This design comes from an exercise in tuning for small area on the open sky130 flow, not from production work.
Only simulation tests tie the RTL to the original design; equivalence was not proved.
No activity file was given, so power comes from the tool's default toggle rates.

==> module debounce, before the edit <==
module debounce(
	input clock,
	input reset,
	input pb,
	output s,    
	output l     
);
	reg v;           
	reg [2:0] k;     
	reg sd;          
	wire uni = &k;
	wire all1 = uni & v;
	wire all0 = uni & ~v;
	wire sem = all1 | (~all0 & sd);
	assign s = all1 & ~sd;
	assign l = all0 & sd;
	always @(posedge clock) begin
		if (reset) begin
			v <= 1'b0;
			k <= 3'd7;
			sd <= 1'b0;
		end else begin
			sd <= sem;
			if (pb == v) begin
				if (!uni) k <= k + 3'd1;
			end else begin
				v <= pb;
				k <= 3'd0;
			end
		end
	end
endmodule
==> module uart_top, before the edit <==
module uart_top(
	input reset,
	input clock,
	input i_rx_serial,
	output reg [5:0] minute,
	output reg [4:0] ore,
	output load
);
	reg [7:0] u;
	reg f;             
	reg [2:0] count;   
	wire rx = i_rx_serial;
	wire dv = u[7] & u[5] & u[0];                
	wire idle = (u[7:3] == 5'd0) | dv;           
	wire samp = (u[3:0] == 4'hF) & (u[7:4] != 4'h0) & (u[7:4] != 4'h9);
	wire first = u[7:4] == 4'h1;
	assign load = count[2] & count[1];
	always @(posedge clock) begin
		if (reset) begin
			u <= 8'h00;
			count <= 3'd0;
		end else begin
			if (idle) u <= rx ? 8'h00 : 8'h08;
			else if (u == 8'h0F && rx) u <= 8'h00;
			else u <= u + 8'd1;
			if (count[2]) count <= count[1] ? 3'd0 : count + 3'd1;
			else if (dv) begin
				case (count[1:0])
				2'd0: count <= {2'b00, f};
				2'd3: count <= {f, 2'b00};
				default: count <= count + 3'd1;
				endcase
			end
		end
	end
	always @(posedge clock) begin
		if (samp) f <= (first | f) & rx;
		if (samp && count == 3'd1 && u[7:4] <= 4'h5) ore <= {rx, ore[4:1]};
		if (samp && count == 3'd2 && u[7:4] <= 4'h6) minute <= {rx, minute[5:1]};
	end
endmodule
==> flow/config.mk <==
export PLATFORM = sky130hd
export DESIGN_NAME = ceas_top
export DESIGN_NICKNAME = ceas_top
export VERILOG_FILES = /design/flow/design.v
export SDC_FILE = /design/flow/constraint.sdc
export NUM_CORES = 4
export LEC_CHECK = 0
export CAP_MARGIN = 20
export CORE_MARGIN = 2
export CORE_UTILIZATION = 40
export SLEW_MARGIN = 20
==> flow/constraint.sdc <==
create_clock -name core_clock -period 10.0 [get_ports {clock}]
set_input_delay 2.0000 -clock core_clock [delete_from_list [all_inputs] [get_ports {clock}]]
set_output_delay 2.0000 -clock core_clock [all_outputs]
set_load 0.01 [all_outputs]
standard.sh (not shown) runs the stock make flow with config.mk's settings and CLKGATE_MAP_FILE= SYNTH_SCRIPT=/design/flow/synth_recipe.tcl, a recipe that flattens the netlist after the stock synthesis.
==> flow/flow/run.sh <==
#!/bin/bash
# Standard layout, except that:
#  - the standard synthesis's combinational logic is re-mapped by ABC for
#    area (several ABC scripts, the smallest result is kept); the
#    flip-flops are kept as they are (same instances, names and cell types);
#  - the clock tree uses clkbuf_8 buffers without dummy loads;
#  - the ports get buf_1 buffers;
#  - global placement is not timing driven (the 10 ns clock is easy to meet).
# Each tool's output goes to its own log file here.
set -euo pipefail
R=orfs/results/sky130hd/ceas_top/base
LIB=$FLOW_HOME/platforms/sky130hd/lib/sky130_fd_sc_hd__tt_025C_1v80.lib
bash standard.sh synth > synth.log 2>&1
cp $R/1_2_yosys.v std_synth.v
remap() {
  mkdir -p remap_$1
  cp std_synth.v remap_$1/in.v
  cp flow/$1.abc remap_$1/area.abc
  sed "s#lib.lib#$LIB#g" flow/remap.ys > remap_$1/remap.ys
  (cd remap_$1 && yosys -s remap.ys > ../remap_$1.log 2>&1) || true
}
remap s0 & remap d0 & remap d1 & remap d2 &
wait
remap d3 & remap d4 & remap d5 & remap d6 &
wait
python3 flow/pick.py $LIB std_synth.v remap_*/out.v > pick.log 2>&1
cp "$(tail -n 1 pick.log)" $R/1_2_yosys.v
rm -f $R/1_synth.odb $R/1_synth.sdc
CTS="-sink_clustering_enable -repair_clock_nets -dont_use_dummy_load"
CTS="$CTS $(cat flow/cts_args.txt)"
bash standard.sh finish "CTS_ARGS=$CTS" "BUFFER_PORTS_ARGS=-buffer_cell sky130_fd_sc_hd__buf_1" GPL_TIMING_DRIVEN=0 > finish.log 2>&1
Other scripts of this flow, unchanged in this note and not shown: flow/flow/cts_args.txt, flow/flow/d0.abc, flow/flow/d1.abc, flow/flow/d2.abc, flow/flow/d3.abc, flow/flow/d4.abc, flow/flow/d5.abc, flow/flow/d6.abc, flow/flow/pick.py, flow/flow/remap.ys, flow/flow/s0.abc
Edit:
--- a/flow/design.v
+++ b/flow/design.v
@@ -2,34 +2,29 @@
 	input clock,
 	input reset,
 	input pb,
 	output s,    
 	output l     
 );
-	reg v;           
-	reg [2:0] k;     
-	reg sd;          
-	wire uni = &k;
-	wire all1 = uni & v;
-	wire all0 = uni & ~v;
-	wire sem = all1 | (~all0 & sd);
-	assign s = all1 & ~sd;
-	assign l = all0 & sd;
+	reg v;
+	reg [2:0] q;
+	reg sd;
+	wire uni = q == 3'd0;
+	wire chg = pb ^ v;
+	wire fb = (q[2] & ~q[1] & q[0]) | (~q[2] & q[1]);   
+	assign s = uni & v & ~sd;
+	assign l = uni & ~v & sd;
 	always @(posedge clock) begin
 		if (reset) begin
 			v <= 1'b0;
-			k <= 3'd7;
+			q <= 3'd0;
 			sd <= 1'b0;
 		end else begin
-			sd <= sem;
-			if (pb == v) begin
-				if (!uni) k <= k + 3'd1;
-			end else begin
-				v <= pb;
-				k <= 3'd0;
-			end
+			v <= pb;
+			q <= chg ? 3'b001 : {q[1:0], fb};
+			sd <= uni ? v : sd;
 		end
 	end
 endmodule
 module semnale_peclock #(parameter SC = 1)(
 	input clock,
 	input reset,
@@ -240,43 +235,52 @@
 	input clock,
 	input i_rx_serial,
 	output reg [5:0] minute,
 	output reg [4:0] ore,
 	output load
 );
-	reg [7:0] u;
+	reg [3:0] hi, lo;
 	reg f;             
 	reg [2:0] count;   
 	wire rx = i_rx_serial;
-	wire dv = u[7] & u[5] & u[0];                
-	wire idle = (u[7:3] == 5'd0) | dv;           
-	wire samp = (u[3:0] == 4'hF) & (u[7:4] != 4'h0) & (u[7:4] != 4'h9);
-	wire first = u[7:4] == 4'h1;
+	wire [3:0] lon = {lo[2:0], lo[3] ^ lo[2] ^ (lo[2:0] == 3'd0)};
+	wire te = lo == 4'd8;                                
+	wire dv = hi[3] & hi[1] & lo[0];                     
+	wire idle = ((hi == 4'd0) & (lo == 4'd0)) | dv;
+	wire samp = te & (hi != 4'd0) & (hi != 4'd9);
+	wire first = hi == 4'd1;
 	assign load = count[2] & count[1];
 	always @(posedge clock) begin
 		if (reset) begin
-			u <= 8'h00;
+			hi <= 4'd0;
+			lo <= 4'd0;
 			count <= 3'd0;
 		end else begin
-			if (idle) u <= rx ? 8'h00 : 8'h08;
-			else if (u == 8'h0F && rx) u <= 8'h00;
-			else u <= u + 8'd1;
+			if (idle) begin
+				hi <= 4'd0;
+				lo <= rx ? 4'd0 : 4'd10;
+			end else if (te && hi == 4'd0 && rx) begin
+				lo <= 4'd0;
+			end else begin
+				lo <= lon;
+				if (te) hi <= hi + 4'd1;
+			end
 			if (count[2]) count <= count[1] ? 3'd0 : count + 3'd1;
 			else if (dv) begin
 				case (count[1:0])
 				2'd0: count <= {2'b00, f};
 				2'd3: count <= {f, 2'b00};
 				default: count <= count + 3'd1;
 				endcase
 			end
 		end
 	end
 	always @(posedge clock) begin
 		if (samp) f <= (first | f) & rx;
-		if (samp && count == 3'd1 && u[7:4] <= 4'h5) ore <= {rx, ore[4:1]};
-		if (samp && count == 3'd2 && u[7:4] <= 4'h6) minute <= {rx, minute[5:1]};
+		if (samp && count == 3'd1 && hi <= 4'd5) ore <= {rx, ore[4:1]};
+		if (samp && count == 3'd2 && hi <= 4'd6) minute <= {rx, minute[5:1]};
 	end
 endmodule
 module alarma_top(
 	input clock,
 	input reset,
 	input [5:0] minute_counter,
=> Sequential share of layout area hardly moves. Cell area hardly moves. Total power fell by about 0.75%. Setup slack gains 10 ps. Via count fell by about 2.2%. Hold slack hardly moves. Combinational power fell by about 3.3%. First-iteration DRC count fell by 19%. Global-route usage barely changes.

## static timing again, ports no longer ideal
How much do the figures lean on ideal ports? The routed layouts below were timed once more, with nothing changed but the port constraints.
Step 1 (the two cells are an assumption about what drives the block):
set clk [get_ports {clock}]
set_driving_cell -lib_cell sky130_fd_sc_hd__clkbuf_16 $clk
set_driving_cell -lib_cell sky130_fd_sc_hd__buf_2 [delete_from_list [all_inputs] $clk]
Step 2, shift: input delay + t, output delay - t, t = (earliest + latest rising clock arrival at the registers) / 2. This alone moves slack from input paths to output paths.
Slacks: ideal / step 1 / step 2; pairs: ideal / step 1.
run | t (ns) | setup slack, ns | hold WS [ns] | worst setup path after step 2
the first run | 0.389 | 5.833 / 5.844 / 5.455 | 0.441 / 0.441 / 0.441 | input to register
the second run | 0.398 | 5.843 / 5.860 / 5.462 | 0.440 / 0.440 / 0.440 | input to register
After both steps setup and hold are still met in every run listed. The setup slack of the second run, which loses most, moves by +0.017 ns with the drivers and by -0.381 ns with both steps.
